What follows belongs to an exercise in optimizing a design on an open flow for small area, a short achievable clock period and few clock cycles; a production flow would make more cautious choices. RTL that was checked went through simulation tests only; none was proved equivalent to the original.

==> module add16, before the edit <==
module add16 (
	input  [15:0] a,
	input  [15:0] b,
	input         ci,
	output [15:0] s
);
	wire [15:0] p = a ^ b;
	wire [15:0] g = a & b;
	wire [7:0] g1, p1;
	genvar i;
	generate for (i = 0; i < 8; i = i + 1) begin : l1
		if (i == 0) begin : z
			assign g1[0] = g[1] | (p[1] & (g[0] | (p[0] & ci)));
			assign p1[0] = 1'b0;
		end else begin : n
			assign g1[i] = g[2*i+1] | (p[2*i+1] & g[2*i]);
			assign p1[i] = p[2*i+1] & p[2*i];
		end
	end endgenerate
	wire [3:0] g2, p2;
	generate for (i = 0; i < 4; i = i + 1) begin : l2
		assign g2[i] = g1[2*i+1] | (p1[2*i+1] & g1[2*i]);
		assign p2[i] = p1[2*i+1] & p1[2*i];
	end endgenerate
	wire [1:0] g3, p3;
	generate for (i = 0; i < 2; i = i + 1) begin : l3
		assign g3[i] = g2[2*i+1] | (p2[2*i+1] & g2[2*i]);
		assign p3[i] = p2[2*i+1] & p2[2*i];
	end endgenerate
	wire [15:0] c;
	assign c[0]  = ci;
	assign c[1]  = g[0] | (p[0] & ci);
	assign c[2]  = g1[0];
	assign c[4]  = g2[0];
	assign c[8]  = g3[0];
	assign c[6]  = g1[2] | (p1[2] & c[4]);
	assign c[12] = g2[2] | (p2[2] & c[8]);
	assign c[10] = g1[4] | (p1[4] & c[8]);
	assign c[14] = g1[6] | (p1[6] & c[12]);
	generate for (i = 1; i < 8; i = i + 1) begin : odd
		assign c[2*i+1] = g[2*i] | (p[2*i] & c[2*i]);
	end endgenerate
	assign s = p ^ c;
endmodule
==> module sdf_stage, before the edit <==
module sdf_stage #(parameter LD = 0, JOUT = 0, OREG = 1) (
	input             i_clk,
	input             i_rst,
	input             i_v,
	input      [15:0] i_re,
	input      [15:0] i_im,
	input             i_nr,
	output            o_v,
	output     [15:0] o_re,
	output     [15:0] o_im,
	output            o_nr,
	output            o_vn,
	output     [15:0] o_ren
);
	localparam D = 1 << LD;
	reg  [3:0]  q;
	reg  [LD:0] pend;
	wire comb = i_v & q[LD];
	wire last = comb & (q[LD:0] == {(LD+1){1'b1}});
	wire vn   = comb | (pend != 0);
	reg  [3:0]  oq;      
	always @(posedge i_clk or posedge i_rst) begin
		if (i_rst) begin
			q    <= 4'd0;
			pend <= 0;
			oq   <= 4'd0;
		end else begin
			if (i_v) q <= q + 4'd1;
			if (last) pend <= D;
			else if (pend != 0) pend <= pend - 1'b1;
			if (vn) oq <= oq + 4'd1;
		end
	end
	reg  [15:0] dl_re [0:D-1];
	reg  [15:0] dl_im [0:D-1];
	wire [15:0] x0_re = dl_re[D-1];
	wire [15:0] x0_im = dl_im[D-1];
	wire [15:0] t_re  = i_re & {16{comb}};
	wire [15:0] t_im  = i_im & {16{comb}};
	wire        t_nr  = i_nr & comb;
	wire [15:0] u_re, y1_re, u_im, y1_im;
	add16 a0 (.a(x0_re), .b(t_re),  .ci(t_nr),  .s(u_re));
	add16 a1 (.a(x0_re), .b(~t_re), .ci(~t_nr), .s(y1_re));
	add16 a2 (.a(x0_im), .b(t_im),  .ci(1'b0),  .s(u_im));
	add16 a3 (.a(x0_im), .b(~t_im), .ci(1'b1),  .s(y1_im));
	wire        load  = i_v & ~comb;
	integer j;
	always @(posedge i_clk) begin
		dl_re[0] <= load ? i_re : y1_re;
		dl_im[0] <= load ? i_im : y1_im;
		for (j = 1; j < D; j = j + 1) begin
			dl_re[j] <= dl_re[j-1];
			dl_im[j] <= dl_im[j-1];
		end
	end
	assign o_vn  = vn;
	assign o_ren = u_re;
	generate if (OREG) begin : g_oreg
		reg        r_v, r_nr;
		reg [15:0] r_re, r_im;
		wire       sw = (JOUT != 0) & oq[3] & oq[2];
		always @(posedge i_clk or posedge i_rst) begin
			if (i_rst) r_v <= 1'b0;
			else       r_v <= vn;
		end
		always @(posedge i_clk) begin
			r_re <= sw ? ~u_im : u_re;
			r_im <= sw ? u_re : u_im;
			r_nr <= sw;
		end
		assign o_v = r_v;  assign o_re = r_re;  assign o_im = r_im;  assign o_nr = r_nr;
	end else begin : g_comb
		assign o_v = vn;   assign o_re = u_re;  assign o_im = u_im;  assign o_nr = 1'b0;
	end endgenerate
endmodule
Settings: LEC_CHECK=0, CAP_MARGIN=20, CORE_MARGIN=2, CORE_UTILIZATION=70, CTS_CLUSTER_DIAMETER=80, CTS_CLUSTER_SIZE=25, PLACE_DENSITY=0.8, SETUP_SLACK_MARGIN=5, SLEW_MARGIN=20; clock period 10.0 ns.
standard.sh (not shown) runs the stock make flow with config.mk's settings and CLKGATE_MAP_FILE= SYNTH_SCRIPT=/design/flow/synth_recipe.tcl, a recipe that flattens the netlist after the stock synthesis.
==> flow/flow/run.sh <==
#!/bin/bash
# standard flow with a larger setup-slack margin for timing repair
sed 's/SETUP_SLACK_MARGIN=5 /SETUP_SLACK_MARGIN=6.7 /' standard.sh > standard_m.sh
bash standard_m.sh > flow.log 2>&1
Then changed:
--- a/flow/design.v
+++ b/flow/design.v
@@ -1,48 +1,4 @@
-module add16 (
-	input  [15:0] a,
-	input  [15:0] b,
-	input         ci,
-	output [15:0] s
-);
-	wire [15:0] p = a ^ b;
-	wire [15:0] g = a & b;
-	wire [7:0] g1, p1;
-	genvar i;
-	generate for (i = 0; i < 8; i = i + 1) begin : l1
-		if (i == 0) begin : z
-			assign g1[0] = g[1] | (p[1] & (g[0] | (p[0] & ci)));
-			assign p1[0] = 1'b0;
-		end else begin : n
-			assign g1[i] = g[2*i+1] | (p[2*i+1] & g[2*i]);
-			assign p1[i] = p[2*i+1] & p[2*i];
-		end
-	end endgenerate
-	wire [3:0] g2, p2;
-	generate for (i = 0; i < 4; i = i + 1) begin : l2
-		assign g2[i] = g1[2*i+1] | (p1[2*i+1] & g1[2*i]);
-		assign p2[i] = p1[2*i+1] & p1[2*i];
-	end endgenerate
-	wire [1:0] g3, p3;
-	generate for (i = 0; i < 2; i = i + 1) begin : l3
-		assign g3[i] = g2[2*i+1] | (p2[2*i+1] & g2[2*i]);
-		assign p3[i] = p2[2*i+1] & p2[2*i];
-	end endgenerate
-	wire [15:0] c;
-	assign c[0]  = ci;
-	assign c[1]  = g[0] | (p[0] & ci);
-	assign c[2]  = g1[0];
-	assign c[4]  = g2[0];
-	assign c[8]  = g3[0];
-	assign c[6]  = g1[2] | (p1[2] & c[4]);
-	assign c[12] = g2[2] | (p2[2] & c[8]);
-	assign c[10] = g1[4] | (p1[4] & c[8]);
-	assign c[14] = g1[6] | (p1[6] & c[12]);
-	generate for (i = 1; i < 8; i = i + 1) begin : odd
-		assign c[2*i+1] = g[2*i] | (p[2*i] & c[2*i]);
-	end endgenerate
-	assign s = p ^ c;
-endmodule
 module cmul_lo (
 	input  [15:0] a,
 	output [1:0]  c_ed,
 	output [1:0]  c_b5,
@@ -179,13 +135,12 @@
 	wire [15:0] x0_im = dl_im[D-1];
 	wire [15:0] t_re  = i_re & {16{comb}};
 	wire [15:0] t_im  = i_im & {16{comb}};
 	wire        t_nr  = i_nr & comb;
-	wire [15:0] u_re, y1_re, u_im, y1_im;
-	add16 a0 (.a(x0_re), .b(t_re),  .ci(t_nr),  .s(u_re));
-	add16 a1 (.a(x0_re), .b(~t_re), .ci(~t_nr), .s(y1_re));
-	add16 a2 (.a(x0_im), .b(t_im),  .ci(1'b0),  .s(u_im));
-	add16 a3 (.a(x0_im), .b(~t_im), .ci(1'b1),  .s(y1_im));
+	wire [15:0] u_re  = x0_re + t_re + {15'd0, t_nr};
+	wire [15:0] y1_re = x0_re + ~t_re + {15'd0, ~t_nr};
+	wire [15:0] u_im  = x0_im + t_im;
+	wire [15:0] y1_im = x0_im - t_im;
 	wire        load  = i_v & ~comb;
 	integer j;
 	always @(posedge i_clk) begin
 		dl_re[0] <= load ? i_re : y1_re;
- The new run finished with timing, DRC and antenna clean
- design area drops slightly
- fmax increases by about a fifth
- utilization fell by 3.7 points
- via count went up by a few percent
- synthesized area is higher by a few percent
- worst setup slack is better by 520 ps
- first-iteration DRC count is higher by a few percent
- critical path depth shrinks by 5
Testbench counts after the change, summed over its fixed seeds: cycles 3,360.
The RTL of the first run of this note was laid out without a check of its function.

FFT16_stream, a different RTL version from the one above (not shown whole).
Size: about 5200 cells after synthesis, about 1400 flip-flops, about 69 I/O pins.
==> module FFT16_stream, before the edit <==
module FFT16_stream (
	input             i_clk,
	input             i_rst,
	input             i_valid,
	input      [15:0] i_re,
	input      [15:0] i_im,
	output            o_ready,
	output reg        o_valid,
	output reg [15:0] o_re,
	output reg [15:0] o_im
);
	reg  [2:0] ph;
	reg  [3:0] wcnt;
	reg        rdy_n;    
	wire       rdy = ~rdy_n;
	wire       acc = i_valid & rdy;
	wire [3:0] wcnt_p1 = wcnt + 4'd1;
	wire [2:0] ph_n = ph + 3'd1;
	assign o_ready = rdy;
	always @(posedge i_clk or posedge i_rst) begin
		if (i_rst) begin
			ph   <= 3'd0;
			wcnt <= 4'd0;
			rdy_n <= 1'b0;
		end else begin
			ph   <= ph_n;
			if (acc) wcnt <= wcnt_p1;
			rdy_n <= acc ? (ph_n != wcnt_p1[2:0]) : (ph_n != wcnt[2:0]);
		end
	end
	reg        x_v;
	reg [15:0] x_re, x_im;
	always @(posedge i_clk or posedge i_rst) begin
		if (i_rst) x_v <= 1'b0;
		else       x_v <= acc;
	end
	always @(posedge i_clk) begin
		x_re <= i_re;
		x_im <= i_im;
	end
	wire        s0_v, s0_nr;
	wire [15:0] s0_re, s0_im;
	sdf_stage #(.LD(3), .JOUT(1), .OREG(1)) st0 (.i_clk(i_clk), .i_rst(i_rst), .i_v(x_v), .i_re(x_re), .i_im(x_im),
		.i_nr(1'b0), .o_v(s0_v), .o_re(s0_re), .o_im(s0_im), .o_nr(s0_nr));
	wire        s1_v;
	wire [15:0] s1_re, s1_im;
	sdf_stage #(.LD(2), .JOUT(0), .OREG(1)) st1 (.i_clk(i_clk), .i_rst(i_rst), .i_v(s0_v), .i_re(s0_re), .i_im(s0_im),
		.i_nr(s0_nr), .o_v(s1_v), .o_re(s1_re), .o_im(s1_im), .o_nr());
	wire        t2_v, t2_nr;
	wire [15:0] t2_re, t2_im;
	tw2 u_tw2 (.i_clk(i_clk), .i_rst(i_rst), .i_v(s1_v), .i_re(s1_re), .i_im(s1_im),
		.o_v(t2_v), .o_re(t2_re), .o_im(t2_im), .o_nr(t2_nr));
	wire        s2_v;
	wire [15:0] s2_re, s2_im;
	wire        s2_vn;
	wire [15:0] s2_ren;
	sdf_stage #(.LD(1), .JOUT(0), .OREG(1)) st2 (.i_clk(i_clk), .i_rst(i_rst), .i_v(t2_v), .i_re(t2_re), .i_im(t2_im),
		.i_nr(t2_nr), .o_v(s2_v), .o_re(s2_re), .o_im(s2_im), .o_nr(), .o_vn(s2_vn), .o_ren(s2_ren));
	wire        t3_v, t3_nr;
	wire [15:0] t3_re, t3_im;
	tw3 u_tw3 (.i_clk(i_clk), .i_rst(i_rst), .i_v(s2_v), .i_re(s2_re), .i_im(s2_im),
		.i_vn(s2_vn), .i_ren(s2_ren),
		.o_v(t3_v), .o_re(t3_re), .o_im(t3_im), .o_nr(t3_nr));
	wire        s3_v;
	wire [15:0] s3_re, s3_im;
	sdf_stage #(.LD(0), .JOUT(0), .OREG(1)) st3 (.i_clk(i_clk), .i_rst(i_rst), .i_v(t3_v), .i_re(t3_re), .i_im(t3_im),
		.i_nr(t3_nr), .o_v(s3_v), .o_re(s3_re), .o_im(s3_im), .o_nr());
	wire        r0_v, r1_v;
	wire [15:0] r0_re, r0_im, r1_re, r1_im;
	bit_exchange #(.BI(0), .BJ(3)) ex0 (.i_clk(i_clk), .i_rst(i_rst), .i_v(s3_v), .i_re(s3_re), .i_im(s3_im),
		.o_v(r0_v), .o_re(r0_re), .o_im(r0_im));
	bit_exchange #(.BI(1), .BJ(2)) ex1 (.i_clk(i_clk), .i_rst(i_rst), .i_v(r0_v), .i_re(r0_re), .i_im(r0_im),
		.o_v(r1_v), .o_re(r1_re), .o_im(r1_im));
	always @(posedge i_clk or posedge i_rst) begin
		if (i_rst) o_valid <= 1'b0;
		else       o_valid <= r1_v;
	end
	always @(posedge i_clk) begin
		o_re <= r1_re;
		o_im <= r1_im;
	end
endmodule
==> module tw2, before the edit <==
module tw2 (
	input             i_clk,
	input             i_rst,
	input             i_v,
	input      [15:0] i_re,
	input      [15:0] i_im,
	output reg        o_v,
	output reg [15:0] o_re,
	output reg [15:0] o_im,
	output reg        o_nr
);
	reg [3:0] q;
	reg       a_v, b_v;
	always @(posedge i_clk or posedge i_rst) begin
		if (i_rst) begin
			q   <= 4'd0;
			a_v <= 1'b0;
			b_v <= 1'b0;
			o_v <= 1'b0;
		end else begin
			if (i_v) q <= q + 4'd1;
			a_v <= i_v;
			b_v <= a_v;
			o_v <= b_v;
		end
	end
	wire [1:0]  k = q[1] ? {q[2], q[3]} : 2'd0;    
	wire [23:0] rp, ip;
	wire [17:0] r3, i3;
	cmul_p u_rp (.a(i_re), .b5(1'b1), .id(1'b0), .p(rp), .a3(r3));
	cmul_p u_ip (.a(i_im), .b5(1'b1), .id(1'b0), .p(ip), .a3(i3));
	wire        pass = ~k[0];
	reg  [1:0]  a_k, b_k;
	reg  [15:0] a_rp, a_ip;
	reg  [9:0]  a_r3, a_i3;
	reg         a_rb, a_ib;
	always @(posedge i_clk) begin
		a_k  <= k;
		a_rp <= pass ? i_re : rp[23:8];
		a_ip <= pass ? i_im : ip[23:8];
		a_r3 <= pass ? 10'd0 : r3[17:8];
		a_i3 <= pass ? 10'd0 : i3[17:8];
		a_rb <= ~pass & (rp[7:0] < r3[7:0]);
		a_ib <= ~pass & (ip[7:0] < i3[7:0]);
	end
	wire [15:0] mr, mi;
	add16 u_mr (.a(a_rp), .b(~{{6{a_r3[9]}}, a_r3}), .ci(~a_rb), .s(mr));
	add16 u_mi (.a(a_ip), .b(~{{6{a_i3[9]}}, a_i3}), .ci(~a_ib), .s(mi));
	reg  [15:0] b_re, b_im;
	always @(posedge i_clk) begin
		b_k  <= a_k;
		b_re <= mr;
		b_im <= mi;
	end
	wire [15:0] msum, mdif;
	add16 u_ms (.a(b_re), .b(b_im),  .ci(1'b0), .s(msum));
	add16 u_md (.a(b_re), .b(~b_im), .ci(1'b1), .s(mdif));
	always @(posedge i_clk) begin
		case (b_k)
			2'd1: begin o_re <= mdif;  o_im <= msum; o_nr <= 1'b0; end
			2'd2: begin o_re <= ~b_im; o_im <= b_re; o_nr <= 1'b1; end
			2'd3: begin o_re <= ~msum; o_im <= mdif; o_nr <= 1'b1; end
			default: begin o_re <= b_re; o_im <= b_im; o_nr <= 1'b0; end
		endcase
	end
endmodule
export LEC_CHECK = 0
export CAP_MARGIN = 20
export CORE_MARGIN = 2
export CORE_UTILIZATION = 70
export CTS_CLUSTER_DIAMETER = 80
export CTS_CLUSTER_SIZE = 25
export PLACE_DENSITY = 0.8
export SETUP_SLACK_MARGIN = 5
export SLEW_MARGIN = 20
create_clock -name core_clock -period 10.0 [get_ports {i_clk}]
==> flow/flow/run.sh <==
#!/bin/bash
# standard flow; timing repair aims at a larger setup-slack margin, and the
# port buffers are plain buffers
sed 's/SETUP_SLACK_MARGIN=5 /SETUP_SLACK_MARGIN=6.7 BUFFER_PORTS_ARGS="-buffer_cell sky130_fd_sc_hd__buf_2" /' standard.sh > standard_m.sh
bash standard_m.sh > flow.log 2>&1
The first run completed with no timing, DRC or antenna violations.
Rerun with:
--- a/flow/design.v
+++ b/flow/design.v
@@ -90,13 +90,13 @@
 	wire [15:0] t3_re, t3_im;
 	tw3 u_tw3 (.i_clk(i_clk), .i_rst(i_rst), .i_v(s2_v), .i_re(s2_re), .i_im(s2_im),
 		.i_vn(s2_vn), .i_ren(s2_ren),
 		.o_v(t3_v), .o_re(t3_re), .o_im(t3_im), .o_nr(t3_nr));
 	wire        s3_v;
 	wire [15:0] s3_re, s3_im;
-	sdf_stage #(.LD(0), .JOUT(0), .OREG(1)) st3 (.i_clk(i_clk), .i_rst(i_rst), .i_v(t3_v), .i_re(t3_re), .i_im(t3_im),
+	sdf_stage #(.LD(0), .JOUT(0), .OREG(0)) st3 (.i_clk(i_clk), .i_rst(i_rst), .i_v(t3_v), .i_re(t3_re), .i_im(t3_im),
 		.i_nr(t3_nr), .o_v(s3_v), .o_re(s3_re), .o_im(s3_im), .o_nr());
 	wire        r0_v, r1_v;
 	wire [15:0] r0_re, r0_im, r1_re, r1_im;
 	bit_exchange #(.BI(0), .BJ(3)) ex0 (.i_clk(i_clk), .i_rst(i_rst), .i_v(s3_v), .i_re(s3_re), .i_im(s3_im),
 		.o_v(r0_v), .o_re(r0_re), .o_im(r0_im));
 	bit_exchange #(.BI(1), .BJ(2)) ex1 (.i_clk(i_clk), .i_rst(i_rst), .i_v(r0_v), .i_re(r0_re), .i_im(r0_im),
@@ -224,34 +224,29 @@
 	end
 	wire [1:0]  k = q[1] ? {q[2], q[3]} : 2'd0;    
 	wire [23:0] rp, ip;
 	wire [17:0] r3, i3;
 	cmul_p u_rp (.a(i_re), .b5(1'b1), .id(1'b0), .p(rp), .a3(r3));
 	cmul_p u_ip (.a(i_im), .b5(1'b1), .id(1'b0), .p(ip), .a3(i3));
-	wire        pass = ~k[0];
 	reg  [1:0]  a_k, b_k;
-	reg  [15:0] a_rp, a_ip;
+	reg  [15:0] a_rp, a_ip, a_re, a_im;
 	reg  [9:0]  a_r3, a_i3;
 	reg         a_rb, a_ib;
 	always @(posedge i_clk) begin
 		a_k  <= k;
-		a_rp <= pass ? i_re : rp[23:8];
-		a_ip <= pass ? i_im : ip[23:8];
-		a_r3 <= pass ? 10'd0 : r3[17:8];
-		a_i3 <= pass ? 10'd0 : i3[17:8];
-		a_rb <= ~pass & (rp[7:0] < r3[7:0]);
-		a_ib <= ~pass & (ip[7:0] < i3[7:0]);
+		a_rp <= rp[23:8];  a_r3 <= r3[17:8];  a_rb <= (rp[7:0] < r3[7:0]);  a_re <= i_re;
+		a_ip <= ip[23:8];  a_i3 <= i3[17:8];  a_ib <= (ip[7:0] < i3[7:0]);  a_im <= i_im;
 	end
 	wire [15:0] mr, mi;
 	add16 u_mr (.a(a_rp), .b(~{{6{a_r3[9]}}, a_r3}), .ci(~a_rb), .s(mr));
 	add16 u_mi (.a(a_ip), .b(~{{6{a_i3[9]}}, a_i3}), .ci(~a_ib), .s(mi));
 	reg  [15:0] b_re, b_im;
 	always @(posedge i_clk) begin
 		b_k  <= a_k;
-		b_re <= mr;
-		b_im <= mi;
+		b_re <= a_k[0] ? mr : a_re;
+		b_im <= a_k[0] ? mi : a_im;
 	end
 	wire [15:0] msum, mdif;
 	add16 u_ms (.a(b_re), .b(b_im),  .ci(1'b0), .s(msum));
 	add16 u_md (.a(b_re), .b(~b_im), .ci(1'b1), .s(mdif));
 	always @(posedge i_clk) begin
 		case (b_k)
The new run produced a clean layout.
Utilization is higher by 1.1 points.
Design area is higher by 1.4%.
Cell count is higher by 1.4%.
Clock-buffer cell count is higher by 1.
Worst hold slack is worse by 0.015 ns.
Testbench counts after the change, summed over its fixed seeds: cycles 3,360.
No functional check of the RTL was part of the first run of this note.

separate check: timing with driven ports:
No port has a modelled driver above. Below, the same layouts with a new extraction and two added sets of constraints. Step 1, drivers: a clkbuf_16 drives i_clk and a buf_2 each remaining input, both assumed. Step 2, shift: input delay + t, output delay - t, t = (earliest + latest rising clock arrival at the registers) / 2. This alone moves slack from input paths to output paths. a / b / c = no drivers / after step 1 / after step 2; a / b = the first two.
| run | t (ns) | setup WS [ns] | worst setup path after step 2 |
|---|---|---|---|
| the first run of note 1 | 0.715 | 5.990 / 5.990 / 5.990 | register to register |
| the second run of note 1 | 0.718 | 6.513 / 6.513 / 6.513 | register to register |
| the first run of note 2 | 0.713 | 6.679 / 6.608 / 6.403 | input to register |
| the second run of note 2 | 0.710 | 6.718 / 6.658 / 6.344 | input to register |
After both steps setup and hold are still met in every run listed. For the second run of note 2, which loses most, drivers alone change the setup slack by -0.060 ns; drivers and shift together by -0.374 ns.
